Context: an optimization exercise on an open-source flow, tuned for small area. The choices shown serve that exercise and are no tape-out recipe.
In this exercise RTL edits were held to simulation tests only and were not proved equivalent to the original.
The clock input has no modelled driver; a real chip could not lean on it and would need a root buffer or a full tree.
Power and IR drop assume default switching activity.

## job 1874
Design top, start of the top module:
module top (
  input  logic hz100, reset,
  input  logic [19:0] pb,
  output logic [6:0] ss7, ss6, ss5, ss4, ss3, ss2, ss1, ss0
);
Size in the first run: about 650 cells after synthesis, about 68 flip-flops, about 78 I/O pins, roughly 0.0052 mm² of cells after synthesis.
export LEC_CHECK = 0
export CAP_MARGIN = 20
export CORE_MARGIN = 2
export CORE_UTILIZATION = 60
export PLACE_DENSITY = 0.75
export SLEW_MARGIN = 20
create_clock -name core_clock -period 15.0 [get_ports {hz100}]
standard.sh (not shown) runs the stock make flow with config.mk's settings and CLKGATE_MAP_FILE= SYNTH_SCRIPT=/design/flow/synth_recipe.tcl, a recipe that flattens the netlist after the stock synthesis.
==> flow/flow/run.sh <==
#!/bin/bash
# Own layout flow: the standard flow, with an area-oriented synthesis
# mapping (ABC script in flow/abc_area.script, full adders only, no half
# adders), the smallest buffer on the ports and a smaller clock tree.
set -euo pipefail
work=$(pwd)
{
  echo "proc abc {args} {"
  echo "  set i [lsearch -exact \$args -script]"
  echo "  if {\$i >= 0} { lset args [expr {\$i + 1}] $work/flow/abc_area.script }"
  echo "  yosys abc {*}\$args"
  echo "}"
  echo "proc extract_fa {args} { yosys extract_fa -fa }"
  cat synth_recipe.tcl
} > own_synth.tcl
bash standard.sh SYNTH_SCRIPT=$work/own_synth.tcl \
  "BUFFER_PORTS_ARGS=-buffer_cell sky130_fd_sc_hd__buf_1" \
  "CTS_ARGS=-sink_clustering_enable -repair_clock_nets -dont_use_dummy_load -buf_list sky130_fd_sc_hd__clkbuf_8 -root_buf sky130_fd_sc_hd__clkbuf_8 -sink_clustering_size 35 -sink_clustering_max_diameter 500" \
  REMOVE_ABC_BUFFERS=1 \
  finish > flow_make.log 2>&1
==> flow/flow/abc_area.script <==
strash
 balance -l
 resub -K 6 -l
 rewrite -l
 resub -K 6 -N 2 -l
 refactor -l
 resub -K 8 -l
 balance -l
 resub -K 8 -N 2 -l
 rewrite -l
 resub -K 10 -l
 rewrite -z -l
 resub -K 10 -N 2 -l
 balance -l
 resub -K 12 -l
 refactor -z -l
 resub -K 12 -N 2 -l
 rewrite -z -l
 balance -l
 balance -l
 resub -K 6 -l
 rewrite -l
 resub -K 6 -N 2 -l
 refactor -l
 resub -K 8 -l
 balance -l
 resub -K 8 -N 2 -l
 rewrite -l
 resub -K 10 -l
 rewrite -z -l
 resub -K 10 -N 2 -l
 balance -l
 resub -K 12 -l
 refactor -z -l
 resub -K 12 -N 2 -l
 rewrite -z -l
 balance -l
 dch -f
 amap
 topo
[inputs] job 7826 vs job 1874
Settings: swapping 0.75 for 0.6 in PLACE_DENSITY; swapping 60 for 40 in CORE_UTILIZATION.
--- a/flow/flow/run.sh
+++ b/flow/flow/run.sh
@@ -17,4 +17,3 @@
   "BUFFER_PORTS_ARGS=-buffer_cell sky130_fd_sc_hd__buf_1" \
-  "CTS_ARGS=-sink_clustering_enable -repair_clock_nets -dont_use_dummy_load -buf_list sky130_fd_sc_hd__clkbuf_8 -root_buf sky130_fd_sc_hd__clkbuf_8 -sink_clustering_size 35 -sink_clustering_max_diameter 500" \
-  REMOVE_ABC_BUFFERS=1 \
+  "CTS_ARGS=-sink_clustering_enable -repair_clock_nets -dont_use_dummy_load -buf_list sky130_fd_sc_hd__clkbuf_8 -root_buf sky130_fd_sc_hd__clkbuf_8 -sink_clustering_size 30 -sink_clustering_max_diameter 200" \
   finish > flow_make.log 2>&1
### Flow results
Job 7826 vs job 1874 — first-pass GRT wire length dropped 1.4 mm.
Met3 track demand over resource in global routing: job 7826 lower than job 1874
Between job 1874 and job 7826, the fmax is lower for job 1874.
Higher setup slack of the worst register-to-register path was reported by job 1874, not job 7826.
The switching share of power on job 1874 is in line with that on job 7826.
The routed wire length of job 7826 falls short of that of job 1874 by 240 µm.
Actual slew at the worst max-slew pin, job 1874 and job 7826, lower one = job 1874.
Relative to job 1874, final critical-path setup slack has increased by 0.058 ns in job 7826.
Setup changes, job 7826 to job 4528
Settings: CORE_UTILIZATION: 40 -> 60; PLACE_DENSITY: 0.6 -> 0.75.
### Flow results
Comparing job 4528 with job 7826, the achievable frequency came out essentially unchanged.
Of job 4528 and job 7826, it is job 4528 that has the higher routability congestion estimate.
Job 7826 → job 4528: DRC violation count after routing saw little to no change; maximum fanout encountered on the critical timing path saw an increase; die outline height saw a decrease.

Another version of the RTL of top (not shown whole).
Size in the first run: about 550 cells after synthesis.
==> flow/config.mk <==
export PLATFORM = sky130hd
export DESIGN_NAME = top
export DESIGN_NICKNAME = top
export VERILOG_FILES = /design/flow/design.v
export SDC_FILE = /design/flow/constraint.sdc
export NUM_CORES = 4
export LEC_CHECK = 0
export CAP_MARGIN = 20
export CORE_MARGIN = 2
export CORE_UTILIZATION = 60
export GPL_TIMING_DRIVEN = 0
export PLACE_DENSITY = 0.75
export SLEW_MARGIN = 20
==> flow/constraint.sdc <==
create_clock -name core_clock -period 15.0 [get_ports {hz100}]
set_input_delay 3.0000 -clock core_clock [delete_from_list [all_inputs] [get_ports {hz100}]]
set_output_delay 3.0000 -clock core_clock [all_outputs]
set_load 0.01 [all_outputs]
==> flow/flow/run.sh <==
#!/bin/bash
# Own layout flow: the standard flow, with an area-oriented synthesis
# mapping (ABC script in flow/abc_area.script, full adders only, no half
# adders), the smallest buffer on the ports, and in place of the clock
# tree 4 clock buffers that each drive a group of registers (clk_post.tcl).
set -euo pipefail
work=$(pwd)
{
  echo "proc abc {args} {"
  echo "  set i [lsearch -exact \$args -script]"
  echo "  if {\$i >= 0} { lset args [expr {\$i + 1}] $work/flow/abc_area.script }"
  echo "  yosys abc {*}\$args"
  echo "}"
  echo "proc extract_fa {args} { yosys extract_fa -fa }"
  cat synth_recipe.tcl
} > own_synth.tcl
export POST_CTS_TCL=$work/flow/clk_post.tcl
bash standard.sh SYNTH_SCRIPT=$work/own_synth.tcl \
  "BUFFER_PORTS_ARGS=-buffer_cell sky130_fd_sc_hd__buf_1" \
  "CTS_ARGS=-sink_clustering_enable -repair_clock_nets -dont_use_dummy_load -buf_list sky130_fd_sc_hd__clkbuf_8 -root_buf sky130_fd_sc_hd__clkbuf_8 -sink_clustering_size 30 -sink_clustering_max_diameter 200" \
  finish > flow_make.log 2>&1
Scripts as last shown in full above: flow/flow/abc_area.script
Other scripts of this flow, unchanged in this note and not shown: flow/flow/clk_post.tcl
Rerun with:
--- a/flow/flow/run.sh
+++ b/flow/flow/run.sh
@@ -18,4 +18,7 @@
-bash standard.sh SYNTH_SCRIPT=$work/own_synth.tcl \
-  "BUFFER_PORTS_ARGS=-buffer_cell sky130_fd_sc_hd__buf_1" \
-  "CTS_ARGS=-sink_clustering_enable -repair_clock_nets -dont_use_dummy_load -buf_list sky130_fd_sc_hd__clkbuf_8 -root_buf sky130_fd_sc_hd__clkbuf_8 -sink_clustering_size 30 -sink_clustering_max_diameter 200" \
-  finish > flow_make.log 2>&1
+args=(SYNTH_SCRIPT=$work/own_synth.tcl
+  "BUFFER_PORTS_ARGS=-buffer_cell sky130_fd_sc_hd__buf_1"
+  "CTS_ARGS=-sink_clustering_enable -repair_clock_nets -dont_use_dummy_load -buf_list sky130_fd_sc_hd__clkbuf_8 -root_buf sky130_fd_sc_hd__clkbuf_8 -sink_clustering_size 30 -sink_clustering_max_diameter 200")
+# The floorplan's timing repair only has wire-load estimates, which are far
+# too pessimistic here; leave the repair to the later steps.
+bash standard.sh "${args[@]}" SETUP_SLACK_MARGIN=-3 floorplan > flow_make_floorplan.log 2>&1
+bash standard.sh "${args[@]}" finish > flow_make.log 2>&1
Settings changed: GPL_TIMING_DRIVEN 0 to default.
Result: The changed run went through all stages and came out clean. Routed wire length went up by roughly a tenth. Worst hold slack gains 0.013 ns. Combinational power came out higher by a quarter to a third.
No run of this note takes its clock network from TritonCTS; it comes from the design's own scripts or RTL.

## afterwards: timing with drivers on the ports
The flow's constraints put no driver on any port. The routed layouts listed below were extracted and timed again, unchanged, in two steps. Step 1: set_driving_cell puts a clkbuf_16 on hz100 and a buf_2 on each other input, an assumption about the parent block. Step 2 moves the port delays by t, midway between the first and last clock arrival at a register: inputs arrive t later, outputs are due t later. That takes back most of the time a late clock gives input paths. a / b / c = no drivers / after step 1 / after step 2; a / b = the first two.
run	t, ns	setup slack, ns	worst setup path after step 2
job 1874	0.376	0.529 / 0.544 / 0.168	input to register
job 7826	0.368	0.587 / 0.598 / 0.230	input to register
job 4528	0.362	0.600 / 0.609 / 0.246	input to register
the first run of note 2	0.219	0.251 / 0.288 / 0.069	input to register
the second run of note 2	0.222	0.336 / 0.379 / 0.157	input to register
After both steps setup and hold are still met in every run listed. For job 1874, which loses most, drivers alone change the setup slack by +0.015 ns; drivers and shift together by -0.361 ns.
